This design comes from an exercise in tuning for small area on the open sky130 flow, not from production work. In this exercise RTL edits were held to simulation tests only and were not proved equivalent to the original. Power is estimated from default activity; no workload was simulated.

`flow/run.sh`:
```
#!/bin/bash
# synth_recipe.tcl (not shown) runs the flow's synth.tcl, then flattens the netlist and writes it again
# the make line also repeats each setting of config.mk as NAME=value (left out here)
make -C /OpenROAD-flow-scripts/flow DESIGN_CONFIG=/design/flow/config.mk WORK_HOME=/design/flow/orfs CLKGATE_MAP_FILE= SYNTH_SCRIPT=/design/flow/synth_recipe.tcl finish
```
`flow/config.mk`:
```
export PLATFORM = sky130hd
export DESIGN_NAME = cardinal_router_four_way
export DESIGN_NICKNAME = cardinal_router_four_way
export VERILOG_FILES = /design/flow/design.v
export SDC_FILE = /design/flow/constraint.sdc
export NUM_CORES = 4
export LEC_CHECK = 0
export CAP_MARGIN = 20
export CORE_MARGIN = 2
export CORE_UTILIZATION = 30
export PLACE_DENSITY = 0.45
export SLEW_MARGIN = 20
```
`flow/constraint.sdc`:
```
create_clock -name core_clock -period 6.0 [get_ports {clk}]
set_input_delay 1.2000 -clock core_clock [delete_from_list [all_inputs] [get_ports {clk}]]
set_output_delay 1.2000 -clock core_clock [all_outputs]
set_load 0.01 [all_outputs]
```
`flow/design.v`:
```
`timescale 1ns/1ps
module input_ctrl (
	input  wire        clk,
	input  wire        reset,  
	input  wire        polarity,  
	input  wire        send_in,  
	output reg         ready_in,  
	input  wire [63:0] data_in,  
	input  wire        clear_even,
	input  wire        clear_odd,
	output reg         valid_even,
	output reg         valid_odd,
	output reg  [63:0] data_even,
	output reg  [63:0] data_odd
);
    wire ext_even =  polarity;   
    wire ext_odd  = ~polarity;   
    wire can_accept_even = ext_even && !valid_even;
    wire can_accept_odd  = ext_odd  && !valid_odd;
    always @(*) begin
        ready_in = ext_even ? ~valid_even : ~valid_odd;
    end
	always @(posedge clk) begin
		if (reset) begin
			valid_even <= 1'b0;
			valid_odd  <= 1'b0;
			data_even  <= 64'b0;
			data_odd   <= 64'b0;
		end
		else begin
            if (send_in && can_accept_even) begin
                data_even  <= data_in;
                valid_even <= 1'b1;
            end
            if (send_in && can_accept_odd) begin
                data_odd   <= data_in;
                valid_odd  <= 1'b1;
            end
			if (clear_even) valid_even <= 1'b0;
			if (clear_odd)  valid_odd  <= 1'b0;			
		end
	end
endmodule
`timescale 1ns/1ps
module output_ctrl (
	input  wire        clk,
	input  wire        reset,  
	input  wire        polarity,  
	input  wire        ready_out,  
	output reg         send_out,  
	output reg [63:0] data_out,  
	input  wire [63:0] data_even,
	input  wire        en_even,
	input  wire [63:0] data_odd,
	input  wire        en_odd,
	output reg         empty_even,
	output reg         empty_odd
);
	reg [63:0] output_buffer_data_even,  output_buffer_data_odd;
    reg        output_buffer_valid_even, output_buffer_valid_odd;
	always @(*) begin
		data_out = polarity ? output_buffer_data_even : output_buffer_data_odd;
		send_out = polarity ? (output_buffer_valid_even & ready_out) : (output_buffer_valid_odd & ready_out);
		empty_even = !output_buffer_valid_even;
		empty_odd  = !output_buffer_valid_odd;
	end
	always @(posedge clk) begin
		if (reset) begin
			output_buffer_data_even <= 64'b0;
			output_buffer_data_odd  <= 64'b0;
			output_buffer_valid_even <= 1'b0;
			output_buffer_valid_odd  <= 1'b0;
		end
		else begin
			if (polarity) begin
				if (en_odd && !output_buffer_valid_odd) begin
					output_buffer_data_odd <= data_odd;
					output_buffer_valid_odd <= en_odd;
				end
			end
			else begin
				if (en_even && !output_buffer_valid_even) begin
					output_buffer_data_even  <= data_even;
					output_buffer_valid_even <= en_even;
				end
			end
			if (!polarity && output_buffer_valid_odd  && ready_out) output_buffer_valid_odd  <= 1'b0;
            if (polarity  && output_buffer_valid_even && ready_out) output_buffer_valid_even <= 1'b0;
		end
	end
endmodule
`timescale 1ns/1ps
module round_robin_arbitrator5 (
	input  wire clk,
	input  wire reset,  
	input  wire en,  
	input  wire output_empty,
	input  wire [4:0] req,  
	output reg  [4:0] gnt  
);
	reg [4:0] prio;
	always @(posedge clk) begin
		if (reset) prio <= 5'b00001;
		else if (en && output_empty && (gnt != 5'b00000)) prio <= {gnt[3:0], gnt[4]};
	end
	always @(*) begin
		gnt = 5'b00000;
		if (output_empty && en) begin
			case (prio)
				5'b00001: begin
					if      (req[0]) gnt = 5'b00001;
					else if (req[1]) gnt = 5'b00010;
					else if (req[2]) gnt = 5'b00100;
					else if (req[3]) gnt = 5'b01000;
					else if (req[4]) gnt = 5'b10000;
				end
				5'b00010: begin
					if      (req[1]) gnt = 5'b00010;
					else if (req[2]) gnt = 5'b00100;
					else if (req[3]) gnt = 5'b01000;
					else if (req[4]) gnt = 5'b10000;
					else if (req[0]) gnt = 5'b00001;
				end
				5'b00100: begin
					if      (req[2]) gnt = 5'b00100;
					else if (req[3]) gnt = 5'b01000;
					else if (req[4]) gnt = 5'b10000;
					else if (req[0]) gnt = 5'b00001;
					else if (req[1]) gnt = 5'b00010;
				end
				5'b01000: begin
					if      (req[3]) gnt = 5'b01000;
					else if (req[4]) gnt = 5'b10000;
					else if (req[0]) gnt = 5'b00001;
					else if (req[1]) gnt = 5'b00010;
					else if (req[2]) gnt = 5'b00100;
				end
				5'b10000: begin
					if      (req[4]) gnt = 5'b10000;
					else if (req[0]) gnt = 5'b00001;
					else if (req[1]) gnt = 5'b00010;
					else if (req[2]) gnt = 5'b00100;
					else if (req[3]) gnt = 5'b01000;
				end
			endcase
		end
	end
endmodule
`timescale 1ns/1ps
module switch_arbiter_four_way (
	input  wire        clk,
	input  wire        reset,  
	input  wire        en,  
	input  wire        up_in_valid,
	input  wire        down_in_valid,
	input  wire        left_in_valid,
	input  wire        right_in_valid,
	input  wire        pe_in_valid,
	input  wire [63:0] up_in_data,
	input  wire [63:0] down_in_data,
	input  wire [63:0] left_in_data,
	input  wire [63:0] right_in_data,
	input  wire [63:0] pe_in_data,
	input  wire        up_out_empty,
	input  wire        down_out_empty,
	input  wire        left_out_empty,
	input  wire        right_out_empty,
	input  wire        pe_out_empty,
	output reg         up_in_clear,
	output reg         down_in_clear,
	output reg         left_in_clear,
	output reg         right_in_clear,
	output reg         pe_in_clear,
	output reg         up_out_enable,
	output reg         down_out_enable,
	output reg         left_out_enable,
	output reg         right_out_enable,
	output reg         pe_out_enable,
	output reg  [63:0] up_out_data,
	output reg  [63:0] down_out_data,
	output reg  [63:0] left_out_data,
	output reg  [63:0] right_out_data,
	output reg  [63:0] pe_out_data
);
	localparam VC_BIT     = 63;
    localparam DIR_X_BIT  = 62;
	localparam DIR_Y_BIT  = 61;
    localparam HOP_X_HI   = 55;  
	localparam HOP_X_LO   = 52;
	localparam HOP_Y_HI   = 51;  
    localparam HOP_Y_LO   = 48;
	wire        valid_in [0:4]; 
	wire [63:0] data_in  [0:4];
	assign data_in [0] = up_in_data;
	assign data_in [1] = down_in_data;
	assign data_in [2] = left_in_data;
	assign data_in [3] = right_in_data;
	assign data_in [4] = pe_in_data;
	assign valid_in [0] = up_in_valid;
	assign valid_in [1] = down_in_valid;
	assign valid_in [2] = left_in_valid;
	assign valid_in [3] = right_in_valid;
	assign valid_in [4] = pe_in_valid;
	reg        valid [0:4]; 
	reg [63:0] data  [0:4];
	integer i;
	localparam GOING_UP      = 5'b00001;
	localparam GOING_DOWN    = 5'b00010;
	localparam GOING_LEFT    = 5'b00100;
	localparam GOING_RIGHT   = 5'b01000;
	localparam GOING_PE      = 5'b10000;
	localparam GOING_NOWHERE = 5'b00000;
	reg [4:0] target [0:4];
	reg [3:0] x_offset, y_offset;
	reg       x_dir,    y_dir;
    always @(*) begin
        for (i = 0; i < 5; i = i + 1) begin
            valid[i] = valid_in[i];
            data[i] = data_in[i];
            target[i] = GOING_NOWHERE;
            x_dir = 1'b0;
            y_dir = 1'b0;
            x_offset = 4'd0;
            y_offset = 4'd0;
            if (valid[i]) begin
				x_dir = data[i][DIR_X_BIT];
				y_dir = data[i][DIR_Y_BIT];
                x_offset = data[i][HOP_X_HI:HOP_X_LO];
                y_offset = data[i][HOP_Y_HI:HOP_Y_LO];
                if     (x_offset != 0) begin
                    data[i][HOP_X_HI:HOP_X_LO] = x_offset - 4'd1;
                    target[i] = (x_dir ? GOING_LEFT : GOING_RIGHT);
                end
                else if (y_offset != 0) begin
                    data[i][HOP_Y_HI:HOP_Y_LO] = y_offset - 4'd1;
                    target[i] = (y_dir ? GOING_UP : GOING_DOWN);
                end
				else begin
                    target[i] = GOING_PE;  
                end
            end
        end
    end
	wire [4:0] req_up;
	wire [4:0] req_down;
	wire [4:0] req_left;
	wire [4:0] req_right;
	wire [4:0] req_pe;
	assign req_up = {
		((target[4] == GOING_UP)   & valid[4]),  
		((target[3] == GOING_UP)   & valid[3]),
		((target[2] == GOING_UP)   & valid[2]),
		((target[1] == GOING_UP)   & valid[1]),
		1'b0
	};
	assign req_down = {
		((target[4] == GOING_DOWN) & valid[4]),
		((target[3] == GOING_DOWN) & valid[3]),
		((target[2] == GOING_DOWN) & valid[2]),
		1'b0,
		((target[0] == GOING_DOWN) & valid[0])
	};
	assign req_left = {
		((target[4] == GOING_LEFT) & valid[4]),
		((target[3] == GOING_LEFT) & valid[3]),
		1'b0,
		((target[1] == GOING_LEFT) & valid[1]),
		((target[0] == GOING_LEFT) & valid[0])
	};
	assign req_right = {
		((target[4] == GOING_RIGHT) & valid[4]),
		1'b0,
		((target[2] == GOING_RIGHT) & valid[2]),
		((target[1] == GOING_RIGHT) & valid[1]),
		((target[0] == GOING_RIGHT) & valid[0])
	};
	assign req_pe = {
		((target[4] == GOING_PE) & valid[4]),
		((target[3] == GOING_PE) & valid[3]),
		((target[2] == GOING_PE) & valid[2]),
		((target[1] == GOING_PE) & valid[1]),
		((target[0] == GOING_PE) & valid[0])
	};
	wire [4:0] gnt_up;
	wire [4:0] gnt_down;
	wire [4:0] gnt_left;
	wire [4:0] gnt_right;
	wire [4:0] gnt_pe;
	round_robin_arbitrator5 RRARB_UP(
		.clk(clk), .reset(reset), .en(en),
		.output_empty(up_out_empty),
		.req(req_up),
		.gnt(gnt_up)
	);
	round_robin_arbitrator5 RRARB_DOWN(
		.clk(clk), .reset(reset), .en(en),
		.output_empty(down_out_empty),
		.req(req_down),
		.gnt(gnt_down)
	);
	round_robin_arbitrator5 RRARB_LEFT(
		.clk(clk), .reset(reset), .en(en),
		.output_empty(left_out_empty),
		.req(req_left),
		.gnt(gnt_left)
	);
	round_robin_arbitrator5 RRARB_RIGHT(
		.clk(clk), .reset(reset), .en(en),
		.output_empty(right_out_empty),
		.req(req_right),
		.gnt(gnt_right)
	);
	round_robin_arbitrator5 RRARB_PE(
		.clk(clk), .reset(reset), .en(en),
		.output_empty(pe_out_empty),
		.req(req_pe),
		.gnt(gnt_pe)
	);
	localparam UP_GRANTED      = 5'b00001;
	localparam DOWN_GRANTED    = 5'b00010;
	localparam LEFT_GRANTED    = 5'b00100;
	localparam RIGHT_GRANTED   = 5'b01000;
	localparam PE_GRANTED      = 5'b10000;
	localparam NONE_GRANTED    = 5'b00000;
	always @(*) begin
		up_in_clear    = 1'b0;
		down_in_clear  = 1'b0;
		left_in_clear  = 1'b0;
		right_in_clear = 1'b0;
		pe_in_clear    = 1'b0;
		up_out_enable    = 1'b0;
		down_out_enable  = 1'b0;
		left_out_enable  = 1'b0;
		right_out_enable = 1'b0;
		pe_out_enable    = 1'b0;
		up_out_data    = 64'b0;
		down_out_data  = 64'b0;
		left_out_data  = 64'b0;
		right_out_data = 64'b0;
		pe_out_data    = 64'b0;
		if (en) begin
			case (gnt_up)
				UP_GRANTED: begin
					up_out_data   = data[0];
					up_out_enable = 1'b1;
					up_in_clear   = 1'b1;
				end
				DOWN_GRANTED: begin
					up_out_data   = data[1];
					up_out_enable = 1'b1;
					down_in_clear   = 1'b1;
				end
				LEFT_GRANTED: begin
					up_out_data   = data[2];
					up_out_enable = 1'b1;
					left_in_clear   = 1'b1;
				end
				RIGHT_GRANTED: begin
					up_out_data   = data[3];
					up_out_enable = 1'b1;
					right_in_clear   = 1'b1;
				end
				PE_GRANTED: begin
					up_out_data   = data[4];
					up_out_enable = 1'b1;
					pe_in_clear   = 1'b1;
				end
				default: ;
			endcase
			case (gnt_down)
				UP_GRANTED: begin
					down_out_data   = data[0];
					down_out_enable = 1'b1;
					up_in_clear   = 1'b1;
				end
				DOWN_GRANTED: begin
					down_out_data   = data[1];
					down_out_enable = 1'b1;
					down_in_clear   = 1'b1;
				end
				LEFT_GRANTED: begin
					down_out_data   = data[2];
					down_out_enable = 1'b1;
					left_in_clear   = 1'b1;
				end
				RIGHT_GRANTED: begin
					down_out_data   = data[3];
					down_out_enable = 1'b1;
					right_in_clear   = 1'b1;
				end
				PE_GRANTED: begin
					down_out_data   = data[4];
					down_out_enable = 1'b1;
					pe_in_clear   = 1'b1;
				end
				default: ;
			endcase
			case (gnt_left)
				UP_GRANTED: begin
					left_out_data   = data[0];
					left_out_enable = 1'b1;
					up_in_clear   = 1'b1;
				end
				DOWN_GRANTED: begin
					left_out_data   = data[1];
					left_out_enable = 1'b1;
					down_in_clear   = 1'b1;
				end
				LEFT_GRANTED: begin
					left_out_data   = data[2];
					left_out_enable = 1'b1;
					left_in_clear   = 1'b1;
				end
				RIGHT_GRANTED: begin
					left_out_data   = data[3];
					left_out_enable = 1'b1;
					right_in_clear   = 1'b1;
				end
				PE_GRANTED: begin
					left_out_data   = data[4];
					left_out_enable = 1'b1;
					pe_in_clear   = 1'b1;
				end
				default: ;
			endcase
			case (gnt_right)
				UP_GRANTED: begin
					right_out_data   = data[0];
					right_out_enable = 1'b1;
					up_in_clear   = 1'b1;
				end
				DOWN_GRANTED: begin
					right_out_data   = data[1];
					right_out_enable = 1'b1;
					down_in_clear   = 1'b1;
				end
				LEFT_GRANTED: begin
					right_out_data   = data[2];
					right_out_enable = 1'b1;
					left_in_clear   = 1'b1;
				end
				RIGHT_GRANTED: begin
					right_out_data   = data[3];
					right_out_enable = 1'b1;
					right_in_clear   = 1'b1;
				end
				PE_GRANTED: begin
					right_out_data   = data[4];
					right_out_enable = 1'b1;
					pe_in_clear   = 1'b1;
				end
				default: ;
			endcase
			case (gnt_pe)
				UP_GRANTED: begin
					pe_out_data   = data[0];
					pe_out_enable = 1'b1;
					up_in_clear   = 1'b1;
				end
				DOWN_GRANTED: begin
					pe_out_data   = data[1];
					pe_out_enable = 1'b1;
					down_in_clear   = 1'b1;
				end
				LEFT_GRANTED: begin
					pe_out_data   = data[2];
					pe_out_enable = 1'b1;
					left_in_clear   = 1'b1;
				end
				RIGHT_GRANTED: begin
					pe_out_data   = data[3];
					pe_out_enable = 1'b1;
					right_in_clear   = 1'b1;
				end
				PE_GRANTED: begin
					pe_out_data   = data[4];
					pe_out_enable = 1'b1;
					pe_in_clear   = 1'b1;
				end
				default: ;
			endcase
		end
	end
endmodule
`timescale 1ns/1ps
module cardinal_router_four_way (
	input  wire        clk,
	input  wire        reset,  
	output reg         polarity,  
	input  wire        upsi,  
	output wire        upri,  
	input  wire [63:0] updi,  
	input  wire        downsi,  
	output wire        downri,  
	input  wire [63:0] downdi,  
	input  wire        leftsi,  
	output wire        leftri,  
	input  wire [63:0] leftdi,  
	input  wire        rightsi,  
	output wire        rightri,  
	input  wire [63:0] rightdi,  
	input  wire        pesi,  
	output wire        peri,  
	input  wire [63:0] pedi,  
	output wire        upso,  
	input  wire        upro,  
	output wire [63:0] updo,  
	output wire        downso,  
	input  wire        downro,  
	output wire [63:0] downdo,  
	output wire        leftso,  
	input  wire        leftro,  
	output wire [63:0] leftdo,  
	output wire        rightso,  
	input  wire        rightro,  
	output wire [63:0] rightdo,  
	output wire        peso,  
	input  wire        pero,  
	output wire [63:0] pedo   
);
	always @(posedge clk) begin
		if (reset) polarity <= 1'b0;
		else       polarity <= ~polarity;
	end
	wire        up_in_clear_even,  up_in_clear_odd;
	wire        up_in_valid_even,  up_in_valid_odd;
	wire [63:0] up_in_data_even,   up_in_data_odd;
	input_ctrl UP_INPUT_CTRL (
		.clk(clk), .reset(reset), .polarity(polarity),
		.send_in    (upsi),
		.ready_in   (upri),
		.data_in    (updi),
		.clear_even (up_in_clear_even),
		.clear_odd  (up_in_clear_odd),
		.valid_even (up_in_valid_even),
		.valid_odd  (up_in_valid_odd),
		.data_even  (up_in_data_even),
		.data_odd   (up_in_data_odd)
	);
	wire        down_in_clear_even,  down_in_clear_odd;
	wire        down_in_valid_even,  down_in_valid_odd;
	wire [63:0] down_in_data_even,   down_in_data_odd;
	input_ctrl DOWN_INPUT_CTRL (
		.clk(clk), .reset(reset), .polarity(polarity),
		.send_in    (downsi),
		.ready_in   (downri),
		.data_in    (downdi),
		.clear_even (down_in_clear_even),
		.clear_odd  (down_in_clear_odd),
		.valid_even (down_in_valid_even),
		.valid_odd  (down_in_valid_odd),
		.data_even  (down_in_data_even),
		.data_odd   (down_in_data_odd)
	);
	wire        left_in_clear_even,  left_in_clear_odd;
	wire        left_in_valid_even,  left_in_valid_odd;
	wire [63:0] left_in_data_even,   left_in_data_odd;
	input_ctrl LEFT_INPUT_CTRL (
		.clk(clk), .reset(reset), .polarity(polarity),
		.send_in    (leftsi),
		.ready_in   (leftri),
		.data_in    (leftdi),
		.clear_even (left_in_clear_even),
		.clear_odd  (left_in_clear_odd),
		.valid_even (left_in_valid_even),
		.valid_odd  (left_in_valid_odd),
		.data_even  (left_in_data_even),
		.data_odd   (left_in_data_odd)
	);
	wire        right_in_clear_even,  right_in_clear_odd;
	wire        right_in_valid_even,  right_in_valid_odd;
	wire [63:0] right_in_data_even,   right_in_data_odd;
	input_ctrl RIGHT_INPUT_CTRL (
		.clk(clk), .reset(reset), .polarity(polarity),
		.send_in    (rightsi),
		.ready_in   (rightri),
		.data_in    (rightdi),
		.clear_even (right_in_clear_even),
		.clear_odd  (right_in_clear_odd),
		.valid_even (right_in_valid_even),
		.valid_odd  (right_in_valid_odd),
		.data_even  (right_in_data_even),
		.data_odd   (right_in_data_odd)
	);
	wire        pe_in_clear_even,  pe_in_clear_odd;
	wire        pe_in_valid_even,  pe_in_valid_odd;
	wire [63:0] pe_in_data_even,   pe_in_data_odd;
	input_ctrl PE_INPUT_CTRL (
		.clk(clk), .reset(reset), .polarity(polarity),
		.send_in    (pesi),
		.ready_in   (peri),
		.data_in    (pedi),
		.clear_even (pe_in_clear_even),
		.clear_odd  (pe_in_clear_odd),
		.valid_even (pe_in_valid_even),
		.valid_odd  (pe_in_valid_odd),
		.data_even  (pe_in_data_even),
		.data_odd   (pe_in_data_odd)
	);
	wire        up_out_empty_even,  up_out_empty_odd;
	wire        up_out_en_even,  up_out_en_odd;
	wire [63:0] up_out_data_even,   up_out_data_odd;
	output_ctrl UP_OUTPUT_CTRL (
		.clk(clk), .reset(reset), .polarity(polarity),
		.ready_out  (upro),
		.send_out   (upso),
		.data_out   (updo),
		.empty_even (up_out_empty_even),
		.empty_odd  (up_out_empty_odd),
		.en_even    (up_out_en_even),
		.en_odd     (up_out_en_odd),
		.data_even  (up_out_data_even),
		.data_odd   (up_out_data_odd)
	);
	wire        down_out_empty_even,  down_out_empty_odd;
	wire        down_out_en_even,  down_out_en_odd;
	wire [63:0] down_out_data_even,   down_out_data_odd;
	output_ctrl DOWN_OUTPUT_CTRL (
		.clk(clk), .reset(reset), .polarity(polarity),
		.ready_out  (downro),
		.send_out   (downso),
		.data_out   (downdo),
		.empty_even (down_out_empty_even),
		.empty_odd  (down_out_empty_odd),
		.en_even    (down_out_en_even),
		.en_odd     (down_out_en_odd),
		.data_even  (down_out_data_even),
		.data_odd   (down_out_data_odd)
	);
	wire        left_out_empty_even,  left_out_empty_odd;
	wire        left_out_en_even,  left_out_en_odd;
	wire [63:0] left_out_data_even,   left_out_data_odd;
	output_ctrl LEFT_OUTPUT_CTRL (
		.clk(clk), .reset(reset), .polarity(polarity),
		.ready_out  (leftro),
		.send_out   (leftso),
		.data_out   (leftdo),
		.empty_even (left_out_empty_even),
		.empty_odd  (left_out_empty_odd),
		.en_even    (left_out_en_even),
		.en_odd     (left_out_en_odd),
		.data_even  (left_out_data_even),
		.data_odd   (left_out_data_odd)
	);
	wire        right_out_empty_even,  right_out_empty_odd;
	wire        right_out_en_even,  right_out_en_odd;
	wire [63:0] right_out_data_even,   right_out_data_odd;
	output_ctrl RIGHT_OUTPUT_CTRL (
		.clk(clk), .reset(reset), .polarity(polarity),
		.ready_out  (rightro),
		.send_out   (rightso),
		.data_out   (rightdo),
		.empty_even (right_out_empty_even),
		.empty_odd  (right_out_empty_odd),
		.en_even    (right_out_en_even),
		.en_odd     (right_out_en_odd),
		.data_even  (right_out_data_even),
		.data_odd   (right_out_data_odd)
	);
	wire        pe_out_empty_even,  pe_out_empty_odd;
	wire        pe_out_en_even,  pe_out_en_odd;
	wire [63:0] pe_out_data_even,   pe_out_data_odd;
	output_ctrl PE_OUTPUT_CTRL (
		.clk(clk), .reset(reset), .polarity(polarity),
		.ready_out  (pero),
		.send_out   (peso),
		.data_out   (pedo),
		.empty_even (pe_out_empty_even),
		.empty_odd  (pe_out_empty_odd),
		.en_even    (pe_out_en_even),
		.en_odd     (pe_out_en_odd),
		.data_even  (pe_out_data_even),
		.data_odd   (pe_out_data_odd)
	);
	switch_arbiter_four_way ARB_EVEN (
        .clk(clk), .reset(reset), .en(!polarity),
		.up_in_valid    (up_in_valid_even),
		.down_in_valid  (down_in_valid_even),
		.left_in_valid  (left_in_valid_even),
		.right_in_valid (right_in_valid_even),
		.pe_in_valid    (pe_in_valid_even),
		.up_in_data    (up_in_data_even),
		.down_in_data  (down_in_data_even),
		.left_in_data  (left_in_data_even),
		.right_in_data (right_in_data_even),
		.pe_in_data    (pe_in_data_even),
        .up_out_empty    (up_out_empty_even),
		.down_out_empty  (down_out_empty_even),
		.left_out_empty  (left_out_empty_even),
		.right_out_empty (right_out_empty_even),
        .pe_out_empty    (pe_out_empty_even),
		.up_in_clear    (up_in_clear_even),
		.down_in_clear  (down_in_clear_even),
		.left_in_clear  (left_in_clear_even),
		.right_in_clear (right_in_clear_even),
		.pe_in_clear    (pe_in_clear_even),
		.up_out_enable    (up_out_en_even),
		.down_out_enable  (down_out_en_even),
		.left_out_enable  (left_out_en_even),
		.right_out_enable (right_out_en_even),
		.pe_out_enable    (pe_out_en_even),
		.up_out_data    (up_out_data_even),
		.down_out_data  (down_out_data_even),
		.left_out_data  (left_out_data_even),
		.right_out_data (right_out_data_even),
		.pe_out_data     (pe_out_data_even)
    );
	switch_arbiter_four_way ARB_ODD (
        .clk(clk), .reset(reset), .en(polarity),
		.up_in_valid    (up_in_valid_odd),
		.down_in_valid  (down_in_valid_odd),
		.left_in_valid  (left_in_valid_odd),
		.right_in_valid (right_in_valid_odd),
		.pe_in_valid    (pe_in_valid_odd),
		.up_in_data    (up_in_data_odd),
		.down_in_data  (down_in_data_odd),
		.left_in_data  (left_in_data_odd),
		.right_in_data (right_in_data_odd),
		.pe_in_data    (pe_in_data_odd),
        .up_out_empty    (up_out_empty_odd),
		.down_out_empty  (down_out_empty_odd),
		.left_out_empty  (left_out_empty_odd),
		.right_out_empty (right_out_empty_odd),
        .pe_out_empty    (pe_out_empty_odd),
		.up_in_clear    (up_in_clear_odd),
		.down_in_clear  (down_in_clear_odd),
		.left_in_clear  (left_in_clear_odd),
		.right_in_clear (right_in_clear_odd),
		.pe_in_clear    (pe_in_clear_odd),
		.up_out_enable    (up_out_en_odd),
		.down_out_enable  (down_out_en_odd),
		.left_out_enable  (left_out_en_odd),
		.right_out_enable (right_out_en_odd),
		.pe_out_enable    (pe_out_en_odd),
		.up_out_data    (up_out_data_odd),
		.down_out_data  (down_out_data_odd),
		.left_out_data  (left_out_data_odd),
		.right_out_data (right_out_data_odd),
		.pe_out_data     (pe_out_data_odd)
    );
endmodule
```
==> run notes <==
Net Switching 8.12 mW; cts repair resizes 0; # Max-Cap Violations 0; Comb pwr share 17.9%; gr ovfl total 0; top_reg_cell synth dfxtp_1; crit path capture type primary output; critical path peak fanout 41; initial antenna violation count 37; Layout area overhead 22.3%; Post-DP Area 75600 um^2; mapped cell area 66200 um^2; CTS tree built; post-synthesis register bit count 1343; sequential power share around two fifths; Final Hold Violating Endpoints 0; reg2reg path depth 9; die area 224000 um^2; fmax 0.190 GHz; GRT Overall Usage between 30% and 40%; wirelength, routed 451 mm; DR WL/cell 39.5 um; first-pass GRT wire length 598 mm; Final Cycle Share 87.9%; remaining antenna violation count after routing 0; Worst-path clk slew 60 ps; Nets 8745; pin count of the biggest net entering global routing 169; sw frac 32.7%; Final min period about 5300 ps; cell count after synthesis 8183; post-synthesis sequential area ratio 40.6%; Arr. time, crit path 4070 ps; Mean Syn Cell Area between 8 and 9 um^2; Rows 172; Final Wtd Congestion 0.986; Rel. slew slack 17.2%; Crit. Startpoint polarity$_SDFF_PP0_; Warnings, synthesis 8; Pwr Density about 310 nW/um^2; setup tns final 0 ps; overall power 24.9 mW; VDD IR max slightly above 0.3 mV; final setup fails 0; Post-synth ARST share 0%; Top Ports 663; CP Class register to primary output; vias 76122; reg2reg start LEFT_INPUT_CTRL.data_odd[52]$_SDFFE_PP0P_; Register Area 26900 um^2; leak pwr 27.8 nW; Port Buf Inserts about 660; Initial Util between 30% and 40%; drt first pass iters 14; final hold slack ~460 ps; Clock Tree Root clkbuf_16; Via density 6.67; vias in the first global route 69439; Worst-Skew Late Latency 890 ps; reg-to-reg slack, setup ~1100 ps; post-route design area between 80000 and 90000 um^2; Core Area 220000 um^2; outcome finished clean; CP startpoint kind register; max-slew violations 0; CTS max path bufs 3; Die H roughly 470 um; worst clock skew just over 50 ps; postcts setup bufs 0; RSZ-0062 raised after global routing no; Worst EP required between 4000 and 5000 ps; Slew @ Worst Pin 1240 ps; hpwl dp 287 mm; layout cell share with drive strength beyond 1 10.6%; DR iter-0 viols around 15000; fillers around 23000; Synthesized Nets 8535; Remaining DRCs 0; area of the multi-input gates 36400 um^2; Die Width about 470 um; Post-synth EDFFs 0; CP Capture Point pedo[10]; total CTS buffers 166; clock sink total 1343; count of cell types in the netlist 98; Tightest Hold Check Type register to register; Clock H-tree levels 4; clock group share of total power 41.2%; total internal power 16.7 mW; Post-CTS Hold Buffers 0; Critical R2R Capture PE_OUTPUT_CTRL.output_buffer_data_odd[37]$_SDFFE_PP0P_
metrics by stage:
step / worst slack [ps] / instances / util, %
finish: 727 / 11408 / 36.9
global route: 715 / 11399 / 36.9
detailed placement: 1350 / 11096 / 34.4
floorplan: 2510 / 8183 / -
CTS: 773 / 11393 / 36.8
global placement: 1030 / 11093 / 34.4
worst max-delay path, stage by stage, from the launching register on:
cell and delay, ps:
dfxtp_4 870, buf_4 610, buf_4 630, mux2_2 490
clkdlybuf4s50_1 500
worst min-delay path by stage:
stage / startpoint / to / slack [ps] / cells past startpoint
CTS: DOWN_INPUT_CTRL.data_odd[52]$_SDFFE_PP0P_ / DOWN_INPUT_CTRL.data_odd[52]$_SDFFE_PP0P_ / 460 / 2
global placement: LEFT_OUTPUT_CTRL.output_buffer_data_even[62]$_SDFFE_PP0P_ / LEFT_OUTPUT_CTRL.output_buffer_data_even[62]$_SDFFE_PP0P_ / 450 / 2
detailed placement: LEFT_OUTPUT_CTRL.output_buffer_data_even[54]$_SDFFE_PP0P_ / LEFT_OUTPUT_CTRL.output_buffer_data_even[54]$_SDFFE_PP0P_ / 450 / 2
floorplan: LEFT_OUTPUT_CTRL.output_buffer_data_even[52]$_SDFFE_PP0P_ / LEFT_OUTPUT_CTRL.output_buffer_data_even[52]$_SDFFE_PP0P_ / 430 / 2
finish: DOWN_INPUT_CTRL.data_odd[52]$_SDFFE_PP0P_ / DOWN_INPUT_CTRL.data_odd[52]$_SDFFE_PP0P_ / 460 / 2
global route: RIGHT_OUTPUT_CTRL.output_buffer_data_even[62]$_SDFFE_PP0P_ / RIGHT_OUTPUT_CTRL.output_buffer_data_even[62]$_SDFFE_PP0P_ / 480 / 1
cells by family (layout without fill, tap and decap cells):
logic type | after synthesis | in the layout | synth area share, %
buf+inv | 898 | 1237 | 5.35
compound gates | 2934 | 2934 | 30.4
fa+ha+maj | 21 | 21 | 0.393
other cells | 0 | 15 | 0
xor+xnor | 37 | 37 | 0.490
mux | 331 | 331 | 5.61
flops | 1343 | 1343 | 40.6
simple gates | 2619 | 2619 | 17.2
power groups by stage:
stage               sequential [mW]  combinational, mW  clock, mW
finish                         10.2               4.45       10.2
floorplan                      10.0               2.06          0
global placement               10.3               4.24          0
detailed placement             10.3               4.26          0
global route                   10.2               4.50       10.6
CTS                            10.1               4.28       10.2
cells in the final DEF (no fill, tap or decap), drive strengths merged, types with 167 or more instances in the layout:
cell	n
nor2	253
a22oi	167
a31oi	332
clkbuf	248
a222oi	433
a21oi	1026
nand2	1824
clkdlybuf4s50	661
buf	188
dfxtp	1343
o21ai	281
mux2	320
Yosys cell counts, types with 9 or more instances:
master     count  area share, %
o31ai_1      130            1.5
nand3_1       81           0.61
a22oi_1      167            1.9
a31oi_1      332            3.1
a41oi_1       10           0.13
mux2_2       320            5.4
and3_1        59           0.56
buf_2         80           0.61
nand4bb_1     10           0.17
and2_1        38           0.36
o211a_1       98            1.5
nand2b_1      30           0.28
or3_1         36           0.34
mux2i_1       11           0.17
a21o_1        14           0.16
clkbuf_1     678            3.8
dfxtp_1     1343             41
o21ai_0      275            2.1
inv_1         91           0.52
a221oi_1      89            1.2
nor3b_1       25           0.28
or4_1         16           0.18
nor3_1        81           0.61
a222oi_1     433            6.6
a211o_1       11           0.15
o211ai_1      83           0.94
a211oi_1     106            1.2
a21oi_1     1022            7.7
nor2_1       251            1.4
or3b_1         9           0.12
nand2_1     1824             10
nand4_1       49           0.46
buf_1         37           0.21
or3b_2        10           0.13
nor2b_1       18           0.17
o21a_1        14           0.16
xnor2_1       29           0.38
or2_2         11           0.10
ha_1          20           0.38
a22o_1        34           0.45
nor4_1        14           0.13
area by class of cell:
class | instances | share of cell area (%)
sequential | 1343 | 33.2
timing repair buffer | 849 | 10.3
antenna | 15 | 0.0464
multi-input combinational | 5942 | 45.0
tap | 2871 | 4.44
clock inverter | 49 | 0.541
clock buffer | 248 | 6.04
inverter | 91 | 0.431
per-layer routing:
| layer | vias up | GRT usage (%) | part of all wire [%] |
|---|---|---|---|
| met5 | - | 0.173 | 0.038 |
| met4 | 20 | 22.4 | 7.0 |
| met3 | 1389 | 11.3 | 13 |
| met2 | 6418 | 55.0 | 41 |
| met1 | 37340 | 50.0 | 39 |
| li1 | 30955 | - | - |

[afterwards: timing with drivers on the ports]
In the flow no input, the clock included, has a driving cell. The finished layout below was timed again as built, in two steps.
Step 1: set_driving_cell puts a clkbuf_16 on clk and a buf_2 on each other input, an assumption about the parent block.
Step 2, shift: input delay + t, output delay - t, t = (earliest + latest rising clock arrival at the registers) / 2. This alone moves slack from input paths to output paths.
a / b / c = ideal ports / drivers / drivers and shift; a / b = the first two.
t (ns): 0.966
setup WS [ns]: 0.727 / 0.623 / 1.106
worst setup path after step 2: register to register
After both steps this run still meets setup and hold. For this run, drivers alone change the setup slack by -0.104 ns; drivers and shift together by +0.379 ns.
